This is an optimization exercise on Yosys and OpenROAD, whose aim is small area, a short achievable clock period and few clock cycles, not a production implementation. In this exercise RTL edits were held to simulation tests only and were not proved equivalent to the original.

==> design.v <==
module RSA ( key_in, mod_in, data_in, data_out, key_ready, mod_ready, data_ready, resetn, CLK, finish, key_end, mod_end, data_out_ready,state );
   input           CLK, resetn;
   input [31:0]    key_in, mod_in, data_in;
   input           key_ready, mod_ready, data_ready;
   output          finish;
   output [31:0]   data_out;
   output          key_end, mod_end, data_out_ready;
   output [2:0]    state;
   localparam [2:0] INIT     = 3'h1;
   localparam [2:0] IDLE     = 3'h2;
   localparam [2:0] KEY_GET  = 3'h3;
   localparam [2:0] MOD_GET  = 3'h4;
   localparam [2:0] DATA_GET = 3'h5;
   localparam [2:0] DATA_OUT = 3'h6;
   localparam [2:0] ENCRYPT  = 3'h7;
   localparam [3:0] EG_IDLE = 4'd0;
   localparam [3:0] EG_INIT = 4'd1;    
   localparam [3:0] EG_WS   = 4'd2;    
   localparam [3:0] EG_PRE1 = 4'd4;    
   localparam [3:0] EG_PRE2 = 4'd5;    
   localparam [3:0] EG_RUN  = 4'd6;    
   localparam [3:0] EG_RES  = 4'd7;    
   localparam [3:0] EG_NEXT = 4'd8;    
   localparam [3:0] EG_DONE = 4'd9;
   localparam [3:0] PH_DBLA  = 4'd0;
   localparam [3:0] PH_SQ    = 4'd1;
   localparam [3:0] PH_CONV  = 4'd2;
   localparam [3:0] PH_FIX1  = 4'd3;
   localparam [3:0] PH_DBLB  = 4'd4;
   localparam [3:0] PH_LOOP  = 4'd5;
   localparam [3:0] PH_FINAL = 4'd6;
   localparam [3:0] PH_FFIX  = 4'd7;
   localparam [3:0] PH_END   = 4'd8;
   localparam [1:0] SRC_A   = 2'd0;
   localparam [1:0] SRC_X   = 2'd1;
   localparam [1:0] SRC_ONE = 2'd2;
   reg [2:0]  st, st_n;
   reg [4:0]  cnt;
   reg        fin_r, kend_r, mend_r, dor_r, keyok, modok;
   reg [3:0]  eg;
   wire       eng_start = (st == DATA_GET) && (cnt == 5'd31);
   always @(*) begin
      st_n = st;
      case (st)
        INIT, IDLE:
          if (key_ready) st_n = KEY_GET;
          else if (mod_ready) st_n = MOD_GET;
          else if (st == IDLE && keyok && modok && data_ready) st_n = DATA_GET;
        KEY_GET, MOD_GET:
          if (cnt == 5'd31) st_n = IDLE;
        DATA_GET:
          if (cnt == 5'd31) st_n = ENCRYPT;
        ENCRYPT:
          if (eg == EG_DONE) st_n = DATA_OUT;
        DATA_OUT:
          if (!dor_r && cnt == 5'd31) st_n = IDLE;
        default: st_n = IDLE;
      endcase
   end
   always @(posedge CLK) begin
      if (resetn == 1'b0) begin
         st     <= INIT;
         fin_r  <= 1'b0;
         cnt    <= 5'd0;
         kend_r <= 1'b0;
         mend_r <= 1'b0;
         dor_r  <= 1'b0;
         keyok  <= 1'b0;
         modok  <= 1'b0;
      end
      else begin
         st    <= st_n;
         fin_r <= !(st_n == INIT || st_n == IDLE);
         kend_r <= (st == KEY_GET) && (cnt == 5'd31);
         mend_r <= (st == MOD_GET) && (cnt == 5'd31);
         if (st == KEY_GET && cnt == 5'd31) keyok <= 1'b1;
         if (st == MOD_GET && cnt == 5'd31) modok <= 1'b1;
         case (st)
           KEY_GET, MOD_GET, DATA_GET: cnt <= cnt + 5'd1;
           ENCRYPT: begin
              cnt <= 5'd0;
              if (eg == EG_DONE) dor_r <= 1'b1;
           end
           DATA_OUT: begin
              dor_r <= 1'b0;
              cnt <= cnt + 5'd1;
           end
           default: cnt <= 5'd0;
         endcase
      end
   end
   assign state          = st;
   assign finish         = fin_r;
   assign key_end        = kend_r;
   assign mod_end        = mend_r;
   assign data_out_ready = dor_r;
   reg [1023:0] E;           
   reg [1023:0] N;           
   reg [1027:0] X;           
   reg [1024:0] A;           
   reg [1026:0] nS, nC;      
   reg [3:0]    Np;          
   reg [4:0]    topw_idx;    
   reg [4:0]    topw_msb;    
   reg          mexam;
   reg [4:0]    mexam_idx;
   reg [31:0]   dout_r;
   assign data_out = dout_r;
   reg [3:0]    phase;
   reg [1:0]    src;
   reg [10:0]   dcnt;
   reg [2:0]    sqcnt;
   reg [4:0]    wcnt;
   reg          wsdbl, cy, pmsb;
   reg [8:0]    di;          
   reg [3:0]    a_pre;       
   reg [3:0]    a_reg;       
   reg          a_regm;      
   reg [5:0]    PL;          
   reg [2:0]    cin;         
   reg          res_first;
   reg [10:0]   ebits;
   reg          scan_act, found, first, sqd, mld;
   function [2:0] booth;
      input b2, b1, b0;
      begin
         booth[2] = b2 & ~(b1 & b0);
         booth[1] = b1 ^ b0;
         booth[0] = (b2 & ~b1 & ~b0) | (~b2 & b1 & b0);
      end
   endfunction
   function [5:0] lowcols;
      input [5:0] sel;      
      input [3:0] m;
      reg [3:0] r0;
      reg [1:0] r1;
      begin
         r0[0] = (sel[1] & m[0]) ^ sel[2];
         r0[1] = ((sel[1] & m[1]) | (sel[0] & m[0])) ^ sel[2];
         r0[2] = ((sel[1] & m[2]) | (sel[0] & m[1])) ^ sel[2];
         r0[3] = ((sel[1] & m[3]) | (sel[0] & m[2])) ^ sel[2];
         r1[0] = (sel[4] & m[0]) ^ sel[5];
         r1[1] = ((sel[4] & m[1]) | (sel[3] & m[0])) ^ sel[5];
         lowcols = {2'b0, r0} + {2'b0, r1, 2'b0} + {5'b0, sel[2]} + {3'b0, sel[5], 2'b0};
      end
   endfunction
   localparam integer W = 1031;
   wire [2:0] sa0 = booth(a_reg[1], a_reg[0], a_regm);
   wire [2:0] sa1 = booth(a_reg[3], a_reg[2], a_reg[1]);
   wire [6:0] e_lo = {3'b0, ~nS[3:0]} + {3'b0, ~nC[3:0]} + {1'b0, PL} + {4'b0, cin};
   wire [3:0] t_lo = e_lo[3:0];
   reg  [5:0] qsel;
   reg  [5:0] qz;
   reg  [3:0] qv;
   reg  [5:0] qs_t [0:15];
   reg  [5:0] qz_t [0:15];
   integer ti;
   always @(*) begin
      for (ti = 0; ti < 16; ti = ti + 1) begin
         qv = ti[3:0] * Np;
         qs_t[ti] = {booth(qv[3], qv[2], qv[1]), booth(qv[1], qv[0], 1'b0)};
         qz_t[ti] = lowcols(qs_t[ti], N[3:0]);
      end
      qsel = qs_t[t_lo];
      qz   = qz_t[t_lo];
   end
   wire [6:0] l_sum = e_lo + {1'b0, qz};
   wire [2:0] c4 = l_sum[6:4];         
   wire [W-1:0] Bx  = {{(W-1025){A[1024]}}, A};
   wire [W-1:0] Nx  = {{(W-1024){1'b0}}, N};
   wire [W-1:0] na0 = ~((({W{sa0[1]}} & Bx) | ({W{sa0[0]}} & {Bx[W-2:0], 1'b0})) ^ {W{sa0[2]}});
   wire [W-1:0] na1 = ~((({W{sa1[1]}} & {Bx[W-3:0], 2'b0}) | ({W{sa1[0]}} & {Bx[W-4:0], 3'b0})) ^ {W{sa1[2]}});
   wire [W-1:0] nq0 = ~((({W{qsel[1]}} & Nx) | ({W{qsel[0]}} & {Nx[W-2:0], 1'b0})) ^ {W{qsel[2]}});
   wire [W-1:0] nq1 = ~((({W{qsel[4]}} & {Nx[W-3:0], 2'b0}) | ({W{qsel[3]}} & {Nx[W-4:0], 3'b0})) ^ {W{qsel[5]}});
   wire [1:0] s_t = ~nS[1026:1025];
   wire [1:0] c_t = ~nC[1026:1025];
   wire ext_s = |{s_t, c_t};
   wire ext_c = &{s_t, c_t};
   wire [W-1:0] nSx = {{(W-1027){~ext_s}}, nS};
   wire [W-1:0] nCx = {{(W-1027){~ext_c}}, nC};
   wire [1030:0] cs_s1, cs_c1;
   rsa_fav #(1027) cs_f1_4 (nSx[1030:4], nCx[1030:4], na0[1030:4], cs_s1[1030:4], cs_c1[1030:4]);
   wire [1030:0] cs_s2, cs_c2;
   rsa_haiv #(1) cs_h2_4 (cs_s1[4], na1[4], cs_s2[4:4], cs_c2[4:4]);
   rsa_fav #(1026) cs_f2_5 (cs_s1[1030:5], cs_c1[1029:4], na1[1030:5], cs_s2[1030:5], cs_c2[1030:5]);
   wire [1030:0] cs_s3, cs_c3;
   rsa_haiv #(1) cs_h3_4 (cs_s2[4], nq0[4], cs_s3[4:4], cs_c3[4:4]);
   rsa_fav #(1026) cs_f3_5 (cs_s2[1030:5], cs_c2[1029:4], nq0[1030:5], cs_s3[1030:5], cs_c3[1030:5]);
   wire [1030:0] cs_s4, cs_c4;
   rsa_haiv #(1) cs_h4_4 (cs_s3[4], nq1[4], cs_s4[4:4], cs_c4[4:4]);
   rsa_fav #(1026) cs_f4_5 (cs_s3[1030:5], cs_c3[1029:4], nq1[1030:5], cs_s4[1030:5], cs_c4[1030:5]);
   wire [1030:0] ncsa_s = {cs_s4[1030:4], {4{1'b1}}};
   wire [1030:0] ncsa_c = {cs_c4[1029:4], {5{1'b1}}};
   wire [1026:0] nS_mm = ncsa_s[W-1:4];
   wire [1026:0] nC_mm = ncsa_c[W-1:4];
   wire [5:0] sp0 = {booth(a_pre[3], a_pre[2], a_pre[1]),
                     booth(a_pre[1], a_pre[0], (eg == EG_PRE2) ? 1'b0 : a_reg[3])};
   wire [5:0] pl_nx = lowcols(sp0, A[3:0]);
   wire [9:0] rs0 = {2'b0, ~nS[7:0]} + {2'b0, ~nC[7:0]} + {7'b0, cin};
   wire [1027:0] nrc;
   wire [1026:0] nrsum;
   wire [1026:0] nC_res;
   wire [128:0]  cbound;
   genvar gp;
   generate
      for (gp = 0; gp < 1027; gp = gp + 1) begin : g_res
         wire ci;
         if (gp < 8) begin : g_b0
            assign nrsum[gp] = ~rs0[gp];
            assign nrc[gp+1] = 1'b1;
         end else begin : g_bk
            if (gp % 8 == 0) begin : g_cb
               assign ci = 1'b1;
            end else begin : g_cr
               assign ci = nrc[gp];
            end
            rsa_fa FA (nS[gp], nC[gp], ci, nrsum[gp], nrc[gp+1]);
         end
         if (gp == 8 || gp == 9) begin : g_c8
            assign nC_res[gp] = ~rs0[gp];
            if (gp == 8) begin : g_cb8
               assign cbound[1] = ~nC[8];
            end
         end else if (gp % 8 == 0 && gp > 0) begin : g_cout
            assign nC_res[gp] = nrc[gp];
            assign cbound[gp/8] = ~nC[gp];
         end else begin : g_cz
            assign nC_res[gp] = 1'b1;
         end
      end
   endgenerate
   assign nrc[0] = 1'b1;
   assign cbound[0] = 1'b0;
   wire c_zero = ~|cbound;
   wire [1027:0] Aext = {{3{A[1024]}}, A};
   wire [4*512-1:0] lv0;
   genvar gi;
   generate
      for (gi = 0; gi < 512; gi = gi + 1) begin : g_leaf
         if (gi < 257) begin : g_l
            assign lv0[4*gi +: 4] = Aext[4*gi +: 4];
         end else begin : g_z
            assign lv0[4*gi +: 4] = 4'b0;
         end
      end
   endgenerate
   wire [4*256-1:0] lv1;
   wire [4*128-1:0] lv2;
   wire [4*64-1:0]  lv3;
   wire [4*32-1:0]  lv4;
   wire [4*16-1:0]  lv5;
   wire [4*8-1:0]   lv6;
   wire [4*4-1:0]   lv7;
   wire [4*2-1:0]   lv8;
   wire [3:0]       lv9;
   generate
      for (gi = 0; gi < 256; gi = gi + 1) begin : g_t1
         assign lv1[4*gi +: 4] = di[0] ? lv0[4*(2*gi+1) +: 4] : lv0[4*(2*gi) +: 4];
      end
      for (gi = 0; gi < 128; gi = gi + 1) begin : g_t2
         assign lv2[4*gi +: 4] = di[1] ? lv1[4*(2*gi+1) +: 4] : lv1[4*(2*gi) +: 4];
      end
      for (gi = 0; gi < 64; gi = gi + 1) begin : g_t3
         assign lv3[4*gi +: 4] = di[2] ? lv2[4*(2*gi+1) +: 4] : lv2[4*(2*gi) +: 4];
      end
      for (gi = 0; gi < 32; gi = gi + 1) begin : g_t4
         assign lv4[4*gi +: 4] = di[3] ? lv3[4*(2*gi+1) +: 4] : lv3[4*(2*gi) +: 4];
      end
      for (gi = 0; gi < 16; gi = gi + 1) begin : g_t5
         assign lv5[4*gi +: 4] = di[4] ? lv4[4*(2*gi+1) +: 4] : lv4[4*(2*gi) +: 4];
      end
      for (gi = 0; gi < 8; gi = gi + 1) begin : g_t6
         assign lv6[4*gi +: 4] = di[5] ? lv5[4*(2*gi+1) +: 4] : lv5[4*(2*gi) +: 4];
      end
      for (gi = 0; gi < 4; gi = gi + 1) begin : g_t7
         assign lv7[4*gi +: 4] = di[6] ? lv6[4*(2*gi+1) +: 4] : lv6[4*(2*gi) +: 4];
      end
      for (gi = 0; gi < 2; gi = gi + 1) begin : g_t8
         assign lv8[4*gi +: 4] = di[7] ? lv7[4*(2*gi+1) +: 4] : lv7[4*(2*gi) +: 4];
      end
   endgenerate
   assign lv9 = di[8] ? lv8[7:4] : lv8[3:0];
   wire [3:0] dig_fetch = (src == SRC_A) ? lv9 :
                          (src == SRC_X) ? X[3:0] :
                          ((di == 9'd0) ? 4'd1 : 4'd0);
   wire fetch = (eg == EG_PRE1) || (eg == EG_PRE2) || (eg == EG_RUN);
   wire        sgn  = A[1024];
   wire [31:0] aw   = A[31:0];
   wire [31:0] nw   = N[31:0];
   wire        wsub = wsdbl & ~sgn;
   wire        wadd = sgn;
   wire [31:0] opa  = wsdbl ? {aw[30:0], pmsb} : aw;
   wire [31:0] opn  = wsub ? ~nw : (wadd ? nw : 32'd0);
   wire [32:0] wsum = {1'b0, opa} + {1'b0, opn} + {32'b0, cy};
   wire        wsgn = (wsdbl ? aw[31] : sgn) ^ wsub ^ wsum[32];
   wire [31:0] initw = (wcnt == topw_idx) ? (32'd1 << topw_msb) : 32'd0;
   wire [11:0] m_dbl = 12'd1036 - {2'b0, topw_idx, 5'b0} - {7'b0, topw_msb};
   wire [31:0] ntop = N[1023:992];
   reg  [4:0]  ntop_msb;
   integer k;
   always @(*) begin
      ntop_msb = 5'd0;
      for (k = 0; k < 32; k = k + 1)
        if (ntop[k]) ntop_msb = k[4:0];
   end
   reg [3:0] np_f;
   always @(*) begin
      case (ntop[3:0])
        4'd1:  np_f = 4'd15;
        4'd3:  np_f = 4'd5;
        4'd5:  np_f = 4'd3;
        4'd7:  np_f = 4'd9;
        4'd9:  np_f = 4'd7;
        4'd11: np_f = 4'd13;
        4'd13: np_f = 4'd11;
        4'd15: np_f = 4'd1;
        default: np_f = 4'd0;
      endcase
   end
   wire etop = E[1023];
   reg rotE_cmd;        
   reg copyX;           
   always @(posedge CLK) begin
      if (resetn == 1'b0) begin
         eg <= EG_IDLE;
         scan_act <= 1'b0;
         rotE_cmd <= 1'b0;
         copyX <= 1'b0;
      end
      else begin
         rotE_cmd <= 1'b0;
         copyX <= 1'b0;
         if (eng_start) begin
            ebits <= 11'd0;
            scan_act <= 1'b1;
            found <= 1'b0;
         end
         else if (scan_act) begin
            if (etop) begin
               found <= 1'b1;
               scan_act <= 1'b0;
            end
            else if (ebits[10]) begin
               scan_act <= 1'b0;
            end
            else
              ebits <= ebits + 11'd1;
         end
         else if (rotE_cmd)
           ebits <= ebits + 11'd1;
         case (eg)
           EG_IDLE: begin
              if (eng_start) begin
                 eg <= EG_INIT;
                 wcnt <= 5'd0;
                 phase <= PH_DBLA;
                 dcnt <= m_dbl[10:0];
                 first <= 1'b1;
                 sqd <= 1'b0;
                 mld <= 1'b0;
              end
           end
           EG_INIT: begin
              wcnt <= wcnt + 5'd1;
              if (wcnt == 5'd31) eg <= EG_NEXT;
           end
           EG_WS: begin
              wcnt <= wcnt + 5'd1;
              cy <= wsum[32];
              pmsb <= aw[31];
              if (wcnt == 5'd31) eg <= EG_NEXT;
           end
           EG_PRE1: begin
              di <= di + 9'd1;
              eg <= EG_PRE2;
           end
           EG_PRE2: begin
              di <= di + 9'd1;
              eg <= EG_RUN;
           end
           EG_RUN: begin
              di <= di + 9'd1;
              if (di == 9'd258) begin
                 eg <= EG_RES;
                 res_first <= 1'b1;
              end
           end
           EG_RES: begin
              res_first <= 1'b0;
              if (!res_first && c_zero) eg <= EG_NEXT;
           end
           EG_NEXT: begin
              case (phase)
                PH_DBLA:
                  if (dcnt != 11'd0) begin
                     dcnt <= dcnt - 11'd1;
                     wsdbl <= 1'b1;
                     wcnt <= 5'd0; pmsb <= 1'b0;
                     cy <= ~A[1024];
                     eg <= EG_WS;
                  end
                  else begin
                     phase <= PH_SQ;
                     sqcnt <= 3'd7;
                  end
                PH_SQ:
                  if (sqcnt != 3'd0) begin
                     sqcnt <= sqcnt - 3'd1;
                     src <= SRC_A;
                     di <= 9'd0;
                     eg <= EG_PRE1;
                  end
                  else begin
                     phase <= PH_CONV;
                  end
                PH_CONV: begin
                   src <= SRC_X;
                   di <= 9'd0;
                   eg <= EG_PRE1;
                   phase <= PH_FIX1;
                end
                PH_FIX1: begin
                   wsdbl <= 1'b0;
                   wcnt <= 5'd0; pmsb <= 1'b0; cy <= 1'b0;
                   eg <= EG_WS;
                   phase <= PH_DBLB;
                   dcnt <= 11'd4;
                end
                PH_DBLB:
                  if (dcnt != 11'd0) begin
                     dcnt <= dcnt - 11'd1;
                     wsdbl <= 1'b1;
                     wcnt <= 5'd0; pmsb <= 1'b0;
                     cy <= ~A[1024];
                     eg <= EG_WS;
                  end
                  else begin
                     copyX <= 1'b1;
                     phase <= PH_LOOP;
                  end
                PH_LOOP:
                  if (scan_act || copyX) begin
                  end
                  else if (!found) begin
                     phase <= PH_FINAL;
                  end
                  else if (first) begin
                     first <= 1'b0;
                     rotE_cmd <= 1'b1;
                  end
                  else if (rotE_cmd) begin
                  end
                  else if (ebits[10]) begin
                     phase <= PH_FINAL;
                  end
                  else if (!sqd) begin
                     sqd <= 1'b1;
                     src <= SRC_A;
                     di <= 9'd0;
                     eg <= EG_PRE1;
                  end
                  else if (etop && !mld) begin
                     mld <= 1'b1;
                     src <= SRC_X;
                     di <= 9'd0;
                     eg <= EG_PRE1;
                  end
                  else begin
                     sqd <= 1'b0;
                     mld <= 1'b0;
                     rotE_cmd <= 1'b1;
                  end
                PH_FINAL: begin
                   src <= SRC_ONE;
                   di <= 9'd0;
                   eg <= EG_PRE1;
                   phase <= PH_FFIX;
                end
                PH_FFIX: begin
                   wsdbl <= 1'b0;
                   wcnt <= 5'd0; pmsb <= 1'b0; cy <= 1'b0;
                   eg <= EG_WS;
                   phase <= PH_END;
                end
                PH_END: eg <= EG_DONE;
                default: ;
              endcase
           end
           EG_DONE: eg <= EG_IDLE;
           default: eg <= EG_IDLE;
         endcase
      end
   end
   wire wordop = (eg == EG_INIT) || (eg == EG_WS) ||
                 (st == DATA_OUT && cnt != 5'd31);
   wire [31:0] topword = (eg == EG_INIT) ? initw :
                         (eg == EG_WS)   ? wsum[31:0] : aw;
   always @(posedge CLK) begin
      dout_r <= A[31:0];
      if (st == KEY_GET)
        E <= {key_in, E[1023:32]};
      else if ((scan_act && !etop && !ebits[10]) || rotE_cmd)
        E <= {E[1022:0], E[1023]};
      if (st == MOD_GET)
        N <= {mod_in, N[1023:32]};
      else if (eg == EG_WS)
        N <= {N[31:0], N[1023:32]};
      mexam <= (st == MOD_GET);
      mexam_idx <= cnt;
      if (mexam) begin
         if (mexam_idx == 5'd0) begin
            Np <= np_f;
            topw_idx <= 5'd0;
            topw_msb <= ntop_msb;
         end
         else if (ntop != 32'd0) begin
            topw_idx <= mexam_idx;
            topw_msb <= ntop_msb;
         end
      end
      if (st == DATA_GET)
        X <= {4'b0, data_in, X[1023:32]};
      else if (copyX)
        X <= {{3{A[1024]}}, A};
      else if (src == SRC_X && fetch && di < 9'd257)
        X <= {X[3:0], X[1027:4]};
      if (eg == EG_RES)
        A <= ~nrsum[1024:0];
      else if (wordop) begin
         A[1023:0] <= {topword, A[1023:32]};
         if (eg == EG_INIT) A[1024] <= 1'b0;
         if (eg == EG_WS && wcnt == 5'd31) A[1024] <= wsgn;
      end
      if (eg == EG_RES) begin
         nS <= nrsum;
         nC <= nC_res;
      end
      else if (eg == EG_PRE2) begin
         nS <= {1027{1'b1}};
         nC <= {1027{1'b1}};
      end
      else begin
         nS <= nS_mm;
         nC <= nC_mm;
      end
      a_pre  <= dig_fetch;
      a_reg  <= a_pre;
      a_regm <= (eg == EG_PRE2) ? 1'b0 : a_reg[3];
      PL     <= pl_nx;
      cin    <= (eg == EG_RUN) ? c4 : 3'd0;
   end
endmodule
module rsa_fa (a, b, c, s, co);
   input  a, b, c;
   output s, co;
   assign s  = a ^ b ^ c;
   assign co = (a & b) | (a & c) | (b & c);
endmodule
module rsa_hai (a, b, s, co);
   input  a, b;
   output s, co;
   assign s  = ~(a ^ b);
   assign co = a | b;
endmodule
module rsa_fav (a, b, c, s, co);
   parameter integer W = 8;
   input  [W-1:0] a, b, c;
   output [W-1:0] s, co;
   genvar i;
   generate
      for (i = 0; i < W; i = i + 1) begin : g
         rsa_fa FA (a[i], b[i], c[i], s[i], co[i]);
      end
   endgenerate
endmodule
module rsa_haiv (a, b, s, co);
   parameter integer W = 8;
   input  [W-1:0] a, b;
   output [W-1:0] s, co;
   assign s  = ~(a ^ b);
   assign co = a | b;
endmodule
==> run.sh <==
#!/bin/bash
# synth_recipe.tcl (not shown) runs the flow's synth.tcl, then flattens the netlist and writes it again
# the make line also repeats each setting of config.mk as NAME=value (left out here)
make -C /OpenROAD-flow-scripts/flow DESIGN_CONFIG=/design/flow/config.mk WORK_HOME=/design/flow/orfs CLKGATE_MAP_FILE= SYNTH_SCRIPT=/design/flow/synth_recipe.tcl finish
==> config.mk <==
export PLATFORM = sky130hd
export DESIGN_NAME = RSA
export DESIGN_NICKNAME = RSA
export VERILOG_FILES = /design/flow/design.v
export SDC_FILE = /design/flow/constraint.sdc
export NUM_CORES = 8
export LEC_CHECK = 0
export CAP_MARGIN = 20
export CORE_MARGIN = 2
export CORE_UTILIZATION = 40
export SLEW_MARGIN = 20
export SYNTH_HIERARCHICAL = 1
export SYNTH_MEMORY_MAX_BITS = 8192
==> constraint.sdc <==
create_clock -name core_clock -period 14.0 [get_ports {CLK}]
set_input_delay 2.8000 -clock core_clock [delete_from_list [all_inputs] [get_ports {CLK}]]
set_output_delay 2.8000 -clock core_clock [all_outputs]
set_load 0.01 [all_outputs]
==> flow_summary.json, run 1 <==
{
  "status": "finished clean",
  "grt_pass1_wl_um": 2210000,
  "top_register": "X",
  "final_cells": 48400,
  "clock_sinks": 6298,
  "crit_buf_inv": 5,
  "cts_buffer_depth": 5,
  "drtIter0Drc": 40100,
  "cap_violations": 0,
  "clkTransAtPathRegs_ps": 70,
  "setup_tns_ps": 0,
  "synth_edf_count": 4164,
  "pin_count": 140,
  "critical_path.slowest_cell": "fa_1",
  "avgSynthCellArea_um2": 12.1,
  "setup_viol": 0,
  "fin_area_mm2": 0.461,
  "report.final.slew_viol_count": 0,
  "grt_pass1_vias": 307000,
  "finalCriticalPeriod_ps": 7870,
  "rows": 377,
  "drt-total-wl_um": 1520000,
  "synth_cell_types": 83,
  "finalHoldViolations": 0,
  "place_area_mm2": 0.436,
  "cts_tree": "built",
  "place_inst": 46800,
  "synth_seq_cells": 6298,
  "ant_nets": 0,
  "gp_congestion": 0.929,
  "postSynthCellCount": 34800,
  "vias_per_cell": 6.12,
  "area_growth_pct": 9.29,
  "cts_root_buffer": "clkbuf_16",
  "netlist.area_leader.share_pct": 29.6,
  "cp.arrival_ps": 8900,
  "path_cells": "inv_1, fa_1, inv_1, fa_1, ha_1, fa_1, nand2_1, nor2_1, a211oi_1, o221ai_4, buf_4, buf_12, buf_4, a22oi_1, xnor2_1, fa_1, o22a_1",
  "cp.required_ps": 15030,
  "async_flop_share_pct": 0,
  "cts_hold_buffers": 0,
  "start_util_pct": 40.1,
  "rsz0062_at_grt": "false",
  "nNetsFinal": 38900,
  "grt_antenna_before_repair": 119,
  "fin_util_pct": 43.8,
  "tightest_slew_ps": 1350,
  "final_layout_size_suffix_gt1_share_pct": 6.02,
  "wl_per_cell_um": 31.3,
  "cts_setup_buffers": 0,
  "synth_most_common_cell": "nand2_1",
  "finClkSkew_ps": 90.4,
  "die_area_mm2": 1.06,
  "grt_max_degree": 246,
  "io_buffers": 139,
  "finalCritPeriodShare_pct": 56.2,
  "ys_top_cells_by_area": "edfxtp_1 30%, fa_1 24%, dfxtp_1 10%",
  "cpPeakStageDelay_ps": 1020,
  "grt_overflow": 0,
  "crit_path_end_kind": "flip-flop",
  "netlist.top_cell.by_area": "edfxtp_1",
  "grt_usage_pct": 27.9,
  "fmax_mhz": 127,
  "largest_reg_flops": 1028,
  "slew_headroom_pct": 9.76,
  "synth_area_mm2": 0.422,
  "dp_hpwl_um": 1000000,
  "die_h_um": 1030,
  "clk_latency_ps": 1220,
  "die_w_um": 1030,
  "cp_common_cell": "fa_1",
  "start_kind": "flip-flop",
  "dr.pass1.iters": 7,
  "core_area_mm2": 1.05,
  "largestRegisters": "X (1028), nS (1027), nC (1026)",
  "path_class": "flip-flop to flip-flop",
  "hp-class": "flip-flop to flip-flop",
  "numCtsBuffers": 746,
  "worstPathMaxFanout": 121,
  "vias": 296000,
  "crit_family": "adder cells",
  "ys.warnings.count": 9,
  "cts_resized": 0,
  "ys.flop_type": "edfxtp_1",
  "yosysSeqAreaShare_pct": 39.8,
  "drc": 0,
  "htree_levels": 6,
  "yosys-top-cells-count": "5257 x nand2_1, 5142 x fa_1, 4187 x xnor2_1"
}
==> layout make-up <==
cell class / count / area (um^2)
clock inverters: 421 / 4490
well taps: 14000 / 17500
flip-flops and latches: 6298 / 168000
inverters: 255 / 972
fillers: 96600 / 592000
diodes: 154 / 385
repair buffers: 627 / 6370
multi-input cells: 25600 / 243000
clock buffers: 977 / 20400
==> stage by stage <==
step	setup slack, ps	hold WS [ps]
2_1_floorplan	-37010	342
3_3_place_gp	6580	373
3_5_place_dp	6400	377
4_1_cts	6370	386
5_1_grt	5990	389
6_report	6130	384
==> Yosys stat by module, one instance, submodules excluded, a selection <==
module / copies in the design / cells inside / cell area [um^2] / flops+latches
RSA: 1 / 29600 / 319000 / 6298
rsa_fa: 5124 / 1 / 20.0 / 0
==> per-layer routing <==
layer | vias up | share of wire, % | wire length (um) | GRT usage, %
li1 | 120000 | - | - | -
met2 | 18700 | 44 | 664000 | 41.5
met4 | 72 | 6.0 | 90500 | 14.5
met3 | 3536 | 12 | 183000 | 8.51
met5 | - | 0.051 | 777 | 0.152
met1 | 154000 | 38 | 578000 | 36.9
==> path summary, 6_finish.rpt <==
kind                      from                   end  slack (ps)  cells past startpoint
min reg2reg  cnt[3]$_SDFF_PN0_  mexam_idx[3]$_DFF_P_         380                      0
max reg2reg  cin[2]$_SDFF_PN0_       nS[947]$_DFF_P_        6130                     17
min          cnt[3]$_SDFF_PN0_  mexam_idx[3]$_DFF_P_         380                      0
max          cin[2]$_SDFF_PN0_       nS[947]$_DFF_P_        6130                     17
==> cells in the final DEF, fill, tap and decap left out, drive strengths merged, types with 55 or more instances in the layout <==
cell           count
a22oi           4123
nand3             55
buf              488
nand2b           931
mux4             320
inv              277
mux2              69
fa              5142
clkdlybuf4s50    139
bufinv            62
nor2             321
xor2              55
a21oi            135
edfxtp          4164
diode            154
clkbuf           977
ha               155
nand2           5257
mux2i           1043
conb             128
o21ai           2108
clkinv           312
o22a             993
xnor2           4188
dfxtp           2134
a31oi            169
==> cells by family (layout without fill, tap and decap cells) <==
family	count (synthesis)	in the layout	synth area share, %
xor+xnor	4243	4243	8.81
compound gates	7745	7745	12.7
flops	6298	6298	39.8
other cells	1	282	0.000889
buf+inv	2975	2280	2.78
mux	1432	1432	4.37
fa+ha+maj	5297	5297	24.9
simple gates	6768	6768	6.71
Testbench counts, summed over its fixed seeds: cycles 1,705,681.
==> run 2: changes to the inputs <==
==> flow/run.sh (new file) <==
#!/bin/bash
# Layout flow: the standard ORFS flow (standard.sh), run with a setup
# repair margin aimed well below the 14 ns clock, so that repair_timing
# keeps sizing and buffering the critical paths (on the worst 5 % of the
# endpoints) after the 14 ns constraint is met.  The constraints, the
# synthesis and every step are the standard ones.
set -euo pipefail
bash standard.sh SETUP_SLACK_MARGIN=9.3 TNS_END_PERCENT=5 finish > standard_flow.log 2>&1
==> standard.sh (new file) <==
#!/bin/bash
# synth_recipe.tcl (not shown) runs the flow's synth.tcl, then flattens the netlist and writes it again
# the make line also repeats each setting of config.mk as NAME=value (left out here)
make -C /OpenROAD-flow-scripts/flow DESIGN_CONFIG=/design/flow/config.mk WORK_HOME=/design/flow/orfs CLKGATE_MAP_FILE= SYNTH_SCRIPT=/design/flow/synth_recipe.tcl "${@:-finish}"
removed: run.sh
==> run 2 against run 1 <==
Critical endpoint is now X[901]$_DFFE_PP_. Setup slack better by 2300 ps. Critical path depth down 9. Synthesized cell count unchanged. Highest routed layer unchanged.
==> flow_summary.json, run 2 <==
{
  "status": "finished clean",
  "finalHoldViolations": 0,
  "use_met2_pct": 43.0,
  "layout_commonest_cell": "nand2_1",
  "ys.flop_type": "edfxtp_1",
  "drtIter0Drc": 44800,
  "numCtsBuffers": 746,
  "grt_antenna_before_repair": 129,
  "path_class": "flip-flop to flip-flop",
  "dr.pass1.iters": 10,
  "crit_path_end_kind": "flip-flop",
  "synth_cell_types": 83,
  "rsz0062_at_grt": "true",
  "top_register": "X",
  "clkTransAtPathRegs_ps": 60,
  "crit_family": "buffers and inverters",
  "die_w_um": 1030,
  "place_area_mm2": 0.436,
  "final_cell_mix": "5253 x nand2_1, 5137 x fa_1, 4164 x edfxtp_1, 4108 x xnor2_1, 3957 x a22oi_1",
  "cts_buffer_depth": 5,
  "vias_per_cell": 6.26,
  "cts_tree": "built",
  "final_layout_size_suffix_gt1_share_pct": 8.05,
  "io_buffers": 139,
  "cts_root_buffer": "clkbuf_16",
  "synth_area_mm2": 0.422,
  "start_kind": "flip-flop",
  "drt-total-wl_um": 1640000,
  "setup_viol": 0,
  "worstPathMaxFanout": 188,
  "hp-class": "flip-flop to flip-flop",
  "nNetsFinal": 39400,
  "cap_violations": 0,
  "netlist.top_cell.by_area": "edfxtp_1",
  "global_route.usage.met1_pct": 38.5,
  "area_growth_pct": 12.1,
  "place_inst": 46800,
  "avgSynthCellArea_um2": 12.1,
  "dp_hpwl_um": 1000000,
  "synth_seq_cells": 6298,
  "finalCritPeriodShare_pct": 39.6,
  "cp.required_ps": 14880,
  "clk_latency_ps": 1230,
  "vias": 306000,
  "wl_per_cell_um": 33.6,
  "fmax_mhz": 180,
  "critical_path.slowest_cell": "buf_4",
  "cp_common_cell": "buf_4",
  "die_area_mm2": 1.06,
  "grt_max_degree": 246,
  "final_cells": 48800,
  "postSynthCellCount": 34800,
  "grtUsageMet3_pct": 10.3,
  "ys_top_cells_by_area": "edfxtp_1 30%, fa_1 24%, dfxtp_1 10%",
  "cpPeakStageDelay_ps": 810,
  "clock_sinks": 6298,
  "report.final.slew_viol_count": 0,
  "synth_edf_count": 4164,
  "synth_most_common_cell": "nand2_1",
  "netlist.area_leader.share_pct": 29.6,
  "cp.arrival_ps": 6420,
  "global_route.peak_usage_layer": "met2",
  "finClkSkew_ps": 94.1,
  "rows": 377,
  "ant_nets": 0,
  "fillCellCount": 95400,
  "grt_pass1_vias": 313000,
  "ys.warnings.count": 9,
  "start_util_pct": 40.1,
  "htree_levels": 6,
  "grt_usage_pct": 29.6,
  "slew_headroom_pct": 6.78,
  "yosysSeqAreaShare_pct": 39.8,
  "path_cells": "buf_4, nor2b_2, and2_4, buf_4, buf_12, buf_4, nand2_1, o21ai_0",
  "tightest_slew_ps": 1400,
  "setup_tns_ps": 0,
  "fin_area_mm2": 0.473,
  "yosys-top-cells-count": "5257 x nand2_1, 5142 x fa_1, 4187 x xnor2_1",
  "finalCriticalPeriod_ps": 5540,
  "grt_pass1_wl_um": 2310000,
  "crit_buf_inv": 4,
  "die_h_um": 1030,
  "async_flop_share_pct": 0,
  "grt_overflow": 0,
  "largest_reg_flops": 1028,
  "largestRegisters": "X (1028), nS (1027), nC (1026)",
  "core_area_mm2": 1.05,
  "pin_count": 140,
  "gp_congestion": 0.929,
  "drc": 0
}
run 2: changes by cell type in the layout (fill, tap and decap cells not counted), sizes merged:
cell / previous run / this run
and2: 21 / 22
and3: 18 / 19
and3b: 2 / 3
buf: 488 / 774
bufbuf: 0 / 62
clkbuf: 977 / 1039
clkinvlp: 25 / 27
diode: 154 / 210
inv: 277 / 279
nand2b: 931 / 934
o221ai: 6 / 7
run 2: worst paths after layout:
| path | slack, ps | from | end | depth (start not counted) |
|---|---|---|---|---|
| setup / recovery | 8460 | st[0]$_SDFF_PN1_ | X[901]$_DFFE_PP_ | 8 |
| hold / removal | 380 | cnt[3]$_SDFF_PN0_ | mexam_idx[3]$_DFF_P_ | 0 |
| hold reg to reg | 380 | cnt[3]$_SDFF_PN0_ | mexam_idx[3]$_DFF_P_ | 0 |
| setup reg to reg | 8460 | st[0]$_SDFF_PN1_ | X[901]$_DFFE_PP_ | 8 |
run 2: what timing repair did:
item                       4_1_cts  5_1_grt
gates cloned                   149       72
gates resized for setup        519      344
setup endpoints to repair     5349     4543
hold buffers                     0        0
pin swaps                      102      190
setup buffers                  104       95
run 2: cells by family after synthesis:
group | Yosys count | share of synthesized area, %
flip-flops | 6298 | 39.8
other | 1 | 0.000889
AO/OA/AOI/OAI | 7745 | 12.7
adder cells (fa/ha/maj) | 5297 | 24.9
buffers and inverters | 2975 | 2.78
AND/OR/NAND/NOR | 6768 | 6.71
XOR/XNOR | 4243 | 8.81
multiplexers | 1432 | 4.37
run 2: Yosys stat by module, one instance, submodules excluded, a selection:
module | copies in the design | flip-flops and latches | area, um^2 | cells inside
RSA | 1 | 6298 | 319000 | 29600
rsa_fa | 5124 | 0 | 20.0 | 1
run 2: worst register-to-register path: stages, from the launching register on:
cell	delay, ps
dfxtp_1	390
buf_4	400
nor2b_2	660
and2_4	700
buf_4	830
buf_12	500
buf_4	1130
nand2_1	360
o21ai_0	260
run 2: cell type report:
type                            instances  area [um^2]  share of cell area, %
Multi-Input combinational cell      25600       245000                   51.8
Sequential cell                      6298       168000                   35.5
Clock buffer                          977        20400                   4.31
Tap cell                            14000        17500                   3.71
Timing Repair Buffer                 1037        16200                   3.42
Clock inverter                        421         4490                  0.950
Inverter                              255         1010                  0.214
Antenna cell                          210          526                  0.111
Timing Repair inverter                  4         40.0                0.00846
run 2: through the flow:
| stage | hold WS [ps] | setup slack [ps] | utilization, % |
|---|---|---|---|
| floorplan | 342 | -37010 | - |
| global placement | 373 | 6580 | 41.4 |
| detailed placement | 377 | 6400 | 41.4 |
| CTS | 386 | 8660 | 44.5 |
| global route | 389 | 8470 | 44.9 |
| finish | 384 | 8460 | 44.9 |
run 2: per-layer routing:
layer	wire length [um]	vias to the layer above
li1	-	121000
met1	603000	158000
met2	700000	22000
met3	226000	4518
met4	111000	80
met5	1580	-

re-timing with driven ports:
Ports are ideal in the flow. The routed layouts listed here were re-timed in OpenROAD.
Step 1 assumes that a clkbuf_16 drives the clock port and a buf_2 every other input.
Step 2 adds t to the input delays and takes it off the output delays; t is the mean of the earliest and latest rising clock arrival at the registers after step 1. Input paths then give back, and output paths get back, about the clock's delay inside the block.
Slacks: no drivers / after step 1 / after step 2; pairs: no drivers / after step 1.
run	t (ns)	slack for setup (ns)	worst register clock-pin slew, ns
run 1	1.319	6.130 / 6.130 / 6.130	0.07 / 0.07
run 2	1.331	8.460 / 8.460 / 8.460	0.07 / 0.07
After both steps every run listed still meets setup and hold.
